What follows belongs to an exercise in optimizing a design on an open flow for small area; a production flow would make more cautious choices. In this exercise RTL edits were held to simulation tests only and were not proved equivalent to the original. Power figures rest on the tool's default switching activity, not on a simulated workload.

==> flow/design.v <==
module cacheline (
    input clk,
    input reset,
    input os_req,
    input [8-1:0] hitmap,
    input user_req,
    input [32-1:0] addr,
    output reg hit
);
    reg [32-1:0] tag0, tag1, tag2, tag3, tag4, tag5, tag6, tag7;
    reg [7:0] valid;
    reg [7:0] dom;         
    reg [7:1] meta;        
    wire [7:0] act = valid & dom;
    wire [7:0] m;          
    cacheline_match c0 (.tag(tag0), .addr(addr), .act(act[0]), .m(m[0]));
    cacheline_match c1 (.tag(tag1), .addr(addr), .act(act[1]), .m(m[1]));
    cacheline_match c2 (.tag(tag2), .addr(addr), .act(act[2]), .m(m[2]));
    cacheline_match c3 (.tag(tag3), .addr(addr), .act(act[3]), .m(m[3]));
    cacheline_match c4 (.tag(tag4), .addr(addr), .act(act[4]), .m(m[4]));
    cacheline_match c5 (.tag(tag5), .addr(addr), .act(act[5]), .m(m[5]));
    cacheline_match c6 (.tag(tag6), .addr(addr), .act(act[6]), .m(m[6]));
    cacheline_match c7 (.tag(tag7), .addr(addr), .act(act[7]), .m(m[7]));
    wire [7:0] we;
    wire [7:0] valid_nx, dom_nx;
    wire [7:1] meta_nx;
    wire hit_nx;
    cacheline_ctrl ctrl (
        .reset(reset), .os_req(os_req), .hitmap(hitmap), .user_req(user_req),
        .m(m), .valid(valid), .dom(dom), .meta(meta), .hit(hit),
        .we(we), .valid_nx(valid_nx), .dom_nx(dom_nx), .meta_nx(meta_nx), .hit_nx(hit_nx)
    );
    always @(posedge clk) begin
        if (we[0]) tag0 <= addr;
        if (we[1]) tag1 <= addr;
        if (we[2]) tag2 <= addr;
        if (we[3]) tag3 <= addr;
        if (we[4]) tag4 <= addr;
        if (we[5]) tag5 <= addr;
        if (we[6]) tag6 <= addr;
        if (we[7]) tag7 <= addr;
        valid <= valid_nx;
        dom <= dom_nx;
        meta <= meta_nx;
        hit <= hit_nx;
    end
endmodule
module cacheline_match (
    input [32-1:0] tag,
    input [32-1:0] addr,
    input act,
    output m
);
    assign m = act & (tag == addr);
endmodule
module cacheline_ctrl (
    input reset,
    input os_req,
    input [7:0] hitmap,
    input user_req,
    input [7:0] m,
    input [7:0] valid,
    input [7:0] dom,
    input [7:1] meta,
    input hit,
    output [7:0] we,
    output [7:0] valid_nx,
    output [7:0] dom_nx,
    output [7:1] meta_nx,
    output hit_nx
);
    wire u4 = dom[0] & dom[1];
    wire u5 = dom[2] & dom[3];
    wire u6 = dom[4] & dom[5];
    wire u7 = dom[6] & dom[7];
    wire u2 = u4 & u5;
    wire u3 = u6 & u7;
    wire u1 = u2 & u3;
    wire v1 = u1 ? meta[1] : (dom[4] | dom[5] | dom[6] | dom[7]);
    wire v2 = u2 ? meta[2] : (dom[2] | dom[3]);
    wire v3 = u3 ? meta[3] : (dom[6] | dom[7]);
    wire v4 = u4 ? meta[4] : dom[1];
    wire v5 = u5 ? meta[5] : dom[3];
    wire v6 = u6 ? meta[6] : dom[5];
    wire v7 = u7 ? meta[7] : dom[7];
    wire any = |m;
    wire req = !reset && !os_req && user_req;
    wire [7:0] vic;
    assign vic[0] = !v1 & !v2 & !v4;
    assign vic[1] = !v1 & !v2 &  v4;
    assign vic[2] = !v1 &  v2 & !v5;
    assign vic[3] = !v1 &  v2 &  v5;
    assign vic[4] =  v1 & !v3 & !v6;
    assign vic[5] =  v1 & !v3 &  v6;
    assign vic[6] =  v1 &  v3 & !v7;
    assign vic[7] =  v1 &  v3 &  v7;
    assign we = (req && !any) ? vic : 8'd0;
    wire [7:0] first;
    assign first[0] = m[0];
    assign first[1] = m[1] & !m[0];
    assign first[2] = m[2] & !(|m[1:0]);
    assign first[3] = m[3] & !(|m[2:0]);
    assign first[4] = m[4] & !(|m[3:0]);
    assign first[5] = m[5] & !(|m[4:0]);
    assign first[6] = m[6] & !(|m[5:0]);
    assign first[7] = m[7] & !(|m[6:0]);
    wire [7:0] acc = any ? first : vic;
    wire [7:1] upd;
    wire [7:1] val;
    assign upd[1] = u1;                          assign val[1] = |acc[3:0];
    assign upd[2] = u2 & (|acc[3:0]);            assign val[2] = |acc[1:0];
    assign upd[3] = u3 & (|acc[7:4]);            assign val[3] = |acc[5:4];
    assign upd[4] = u4 & (|acc[1:0]);            assign val[4] = acc[0];
    assign upd[5] = u5 & (|acc[3:2]);            assign val[5] = acc[2];
    assign upd[6] = u6 & (|acc[5:4]);            assign val[6] = acc[4];
    assign upd[7] = u7 & (|acc[7:6]);            assign val[7] = acc[6];
    assign meta_nx  = reset ? 7'd0 : (req ? ((upd & val) | (~upd & meta)) : meta);
    assign valid_nx = reset ? 8'd0 : (valid | we);
    assign dom_nx   = reset ? 8'd0 : (os_req ? hitmap : dom);
    assign hit_nx   = !reset && !os_req && (user_req ? any : hit);
endmodule
Settings: LEC_CHECK=0, CAP_MARGIN=5, CORE_MARGIN=2, CORE_UTILIZATION=65, GPL_TIMING_DRIVEN=0, PLACE_DENSITY=0.8, SLEW_MARGIN=5, SYNTH_HIERARCHICAL=1; clock period 5.0 ns.
standard.sh (not shown) runs the stock make flow with config.mk's settings and CLKGATE_MAP_FILE= SYNTH_SCRIPT=/design/flow/synth_recipe.tcl, a recipe that flattens the netlist after the stock synthesis.
==> flow/flow/run.sh <==
#!/bin/bash
# Layout flow: the standard synthesis (standard.sh synth, unchanged), then
# the standard layout steps with these changes:
#  - ports are buffered with a small buffer instead of the resizer's default
#    pick (a slow delay cell);
#  - clock-tree synthesis uses clusters of clkbuf_16 leaves and no dummy
#    balancing loads;
#  - the largest plain buffers are kept out of the post-synthesis repair steps;
#  - after the placement-stage repair, cells are sized down where timing has
#    slack (flow/recover.tcl).
# Each ORFS step writes its full log under orfs/logs/; make's own output goes
# to synth.log and layout.log in this folder.
set -euo pipefail
PORT_BUF=sky130_fd_sc_hd__buf_1
CTS="-sink_clustering_enable -repair_clock_nets -dont_use_dummy_load -buf_list {sky130_fd_sc_hd__clkbuf_16} -sink_clustering_size 30 -sink_clustering_max_diameter 100"
PLATFORM_DONT_USE="sky130_fd_sc_hd__probe_p_8 sky130_fd_sc_hd__probec_p_8 sky130_fd_sc_hd__lpflow_bleeder_1 sky130_fd_sc_hd__lpflow_clkbufkapwr_1 sky130_fd_sc_hd__lpflow_clkbufkapwr_16 sky130_fd_sc_hd__lpflow_clkbufkapwr_2 sky130_fd_sc_hd__lpflow_clkbufkapwr_4 sky130_fd_sc_hd__lpflow_clkbufkapwr_8 sky130_fd_sc_hd__lpflow_clkinvkapwr_1 sky130_fd_sc_hd__lpflow_clkinvkapwr_16 sky130_fd_sc_hd__lpflow_clkinvkapwr_2 sky130_fd_sc_hd__lpflow_clkinvkapwr_4 sky130_fd_sc_hd__lpflow_clkinvkapwr_8 sky130_fd_sc_hd__lpflow_decapkapwr_12 sky130_fd_sc_hd__lpflow_decapkapwr_3 sky130_fd_sc_hd__lpflow_decapkapwr_4 sky130_fd_sc_hd__lpflow_decapkapwr_6 sky130_fd_sc_hd__lpflow_decapkapwr_8 sky130_fd_sc_hd__lpflow_inputiso0n_1 sky130_fd_sc_hd__lpflow_inputiso0p_1 sky130_fd_sc_hd__lpflow_inputiso1n_1 sky130_fd_sc_hd__lpflow_inputiso1p_1 sky130_fd_sc_hd__lpflow_inputisolatch_1 sky130_fd_sc_hd__lpflow_isobufsrc_1 sky130_fd_sc_hd__lpflow_isobufsrc_16 sky130_fd_sc_hd__lpflow_isobufsrc_2 sky130_fd_sc_hd__lpflow_isobufsrc_4 sky130_fd_sc_hd__lpflow_isobufsrc_8 sky130_fd_sc_hd__lpflow_isobufsrckapwr_16 sky130_fd_sc_hd__lpflow_lsbuf_lh_hl_isowell_tap_1 sky130_fd_sc_hd__lpflow_lsbuf_lh_hl_isowell_tap_2 sky130_fd_sc_hd__lpflow_lsbuf_lh_hl_isowell_tap_4 sky130_fd_sc_hd__lpflow_lsbuf_lh_isowell_4 sky130_fd_sc_hd__lpflow_lsbuf_lh_isowell_tap_1 sky130_fd_sc_hd__lpflow_lsbuf_lh_isowell_tap_2 sky130_fd_sc_hd__lpflow_lsbuf_lh_isowell_tap_4"
EXTRA_DONT_USE="sky130_fd_sc_hd__buf_8 sky130_fd_sc_hd__buf_12 sky130_fd_sc_hd__buf_16 sky130_fd_sc_hd__bufbuf_8 sky130_fd_sc_hd__bufbuf_16 sky130_fd_sc_hd__buf_6"
bash standard.sh synth > synth.log 2>&1
bash standard.sh "POST_RESIZE_TCL=$(pwd)/flow/recover.tcl" "BUFFER_PORTS_ARGS=-buffer_cell $PORT_BUF" "CTS_ARGS=$CTS" "DONT_USE_CELLS=$PLATFORM_DONT_USE $EXTRA_DONT_USE" finish > layout.log 2>&1
Other scripts of this flow, unchanged in this note and not shown: flow/flow/recover.tcl
The baseline passed the timing, DRC and antenna checks.
Edit:
--- a/flow/design.v
+++ b/flow/design.v
@@ -93,29 +93,35 @@
     assign vic[4] =  v1 & !v3 & !v6;
     assign vic[5] =  v1 & !v3 &  v6;
     assign vic[6] =  v1 &  v3 & !v7;
     assign vic[7] =  v1 &  v3 &  v7;
     assign we = (req && !any) ? vic : 8'd0;
-    wire [7:0] first;
-    assign first[0] = m[0];
-    assign first[1] = m[1] & !m[0];
-    assign first[2] = m[2] & !(|m[1:0]);
-    assign first[3] = m[3] & !(|m[2:0]);
-    assign first[4] = m[4] & !(|m[3:0]);
-    assign first[5] = m[5] & !(|m[4:0]);
-    assign first[6] = m[6] & !(|m[5:0]);
-    assign first[7] = m[7] & !(|m[6:0]);
-    wire [7:0] acc = any ? first : vic;
+    wire h01 = m[0] | m[1];
+    wire h23 = m[2] | m[3];
+    wire h45 = m[4] | m[5];
+    wire hL = h01 | h23;
+    wire aL   = any ? hL : !v1;                                  
+    wire a01  = any ? h01 : (!v1 & !v2);                         
+    wire a23  = any ? (!h01 & h23) : (!v1 & v2);                 
+    wire a45  = any ? (!hL & h45) : (v1 & !v3);                  
+    wire a67  = any ? (!hL & !h45) : (v1 & v3);                  
+    wire a0   = any ? m[0] : !v4;                                
+    wire a2   = any ? m[2] : !v5;
+    wire a4   = any ? m[4] : !v6;
+    wire a6   = any ? m[6] : !v7;
+    wire a0123 = aL;
+    wire a01_in_L = any ? h01 : !v2;                             
+    wire a45_in_R = any ? h45 : !v3;                             
     wire [7:1] upd;
     wire [7:1] val;
-    assign upd[1] = u1;                          assign val[1] = |acc[3:0];
-    assign upd[2] = u2 & (|acc[3:0]);            assign val[2] = |acc[1:0];
-    assign upd[3] = u3 & (|acc[7:4]);            assign val[3] = |acc[5:4];
-    assign upd[4] = u4 & (|acc[1:0]);            assign val[4] = acc[0];
-    assign upd[5] = u5 & (|acc[3:2]);            assign val[5] = acc[2];
-    assign upd[6] = u6 & (|acc[5:4]);            assign val[6] = acc[4];
-    assign upd[7] = u7 & (|acc[7:6]);            assign val[7] = acc[6];
+    assign upd[1] = u1;              assign val[1] = a0123;
+    assign upd[2] = u2 & aL;         assign val[2] = a01_in_L;
+    assign upd[3] = u3 & !aL;        assign val[3] = a45_in_R;
+    assign upd[4] = u4 & a01;        assign val[4] = a0;
+    assign upd[5] = u5 & a23;        assign val[5] = a2;
+    assign upd[6] = u6 & a45;        assign val[6] = a4;
+    assign upd[7] = u7 & a67;        assign val[7] = a6;
     assign meta_nx  = reset ? 7'd0 : (req ? ((upd & val) | (~upd & meta)) : meta);
     assign valid_nx = reset ? 8'd0 : (valid | we);
     assign dom_nx   = reset ? 8'd0 : (os_req ? hitmap : dom);
     assign hit_nx   = !reset && !os_req && (user_req ? any : hit);
 endmodule
=> The changed run ran to the end with no violations; count of clock-buffer cells in the layout is unchanged; sequential share of layout area hardly moves; non-clock buffer count decreases by 1; synthesized area stays flat; final area stays flat; global-route usage decreases by 0.49 points; die area barely changes; wire length decreases by a few percent; total power stays flat.

separate check: timing with driven ports:
The flow's constraints put no driver on any port. The routed layouts listed below were extracted and timed again, unchanged, in two steps.
Step 1 sets driving cells, clkbuf_16 on the clock port and buf_2 on the other inputs (assumed; they add their load-dependent delay and slew).
Step 2 moves the port delays by t, midway between the first and last clock arrival at a register: inputs arrive t later, outputs are due t later. That takes back most of the time a late clock gives input paths.
a / b / c = no drivers / after step 1 / after step 2; a / b = the first two.
run	t (ns)	setup WS [ns]	worst hold slack (ns)	clock arrival spread, ns	worst register clock-pin slew, ns
the first run	0.499	0.419 / 0.436 / -0.063	0.485 / 0.485 / 0.485	0.054 / 0.054	0.11 / 0.11
the second run	0.516	0.485 / 0.502 / -0.014	0.483 / 0.483 / 0.483	0.053 / 0.052	0.11 / 0.11
With both steps, setup timing fails in the first run and the second run, where it was met with ideal ports. For the second run, which loses most, drivers alone change the setup slack by +0.017 ns; drivers and shift together by -0.499 ns.
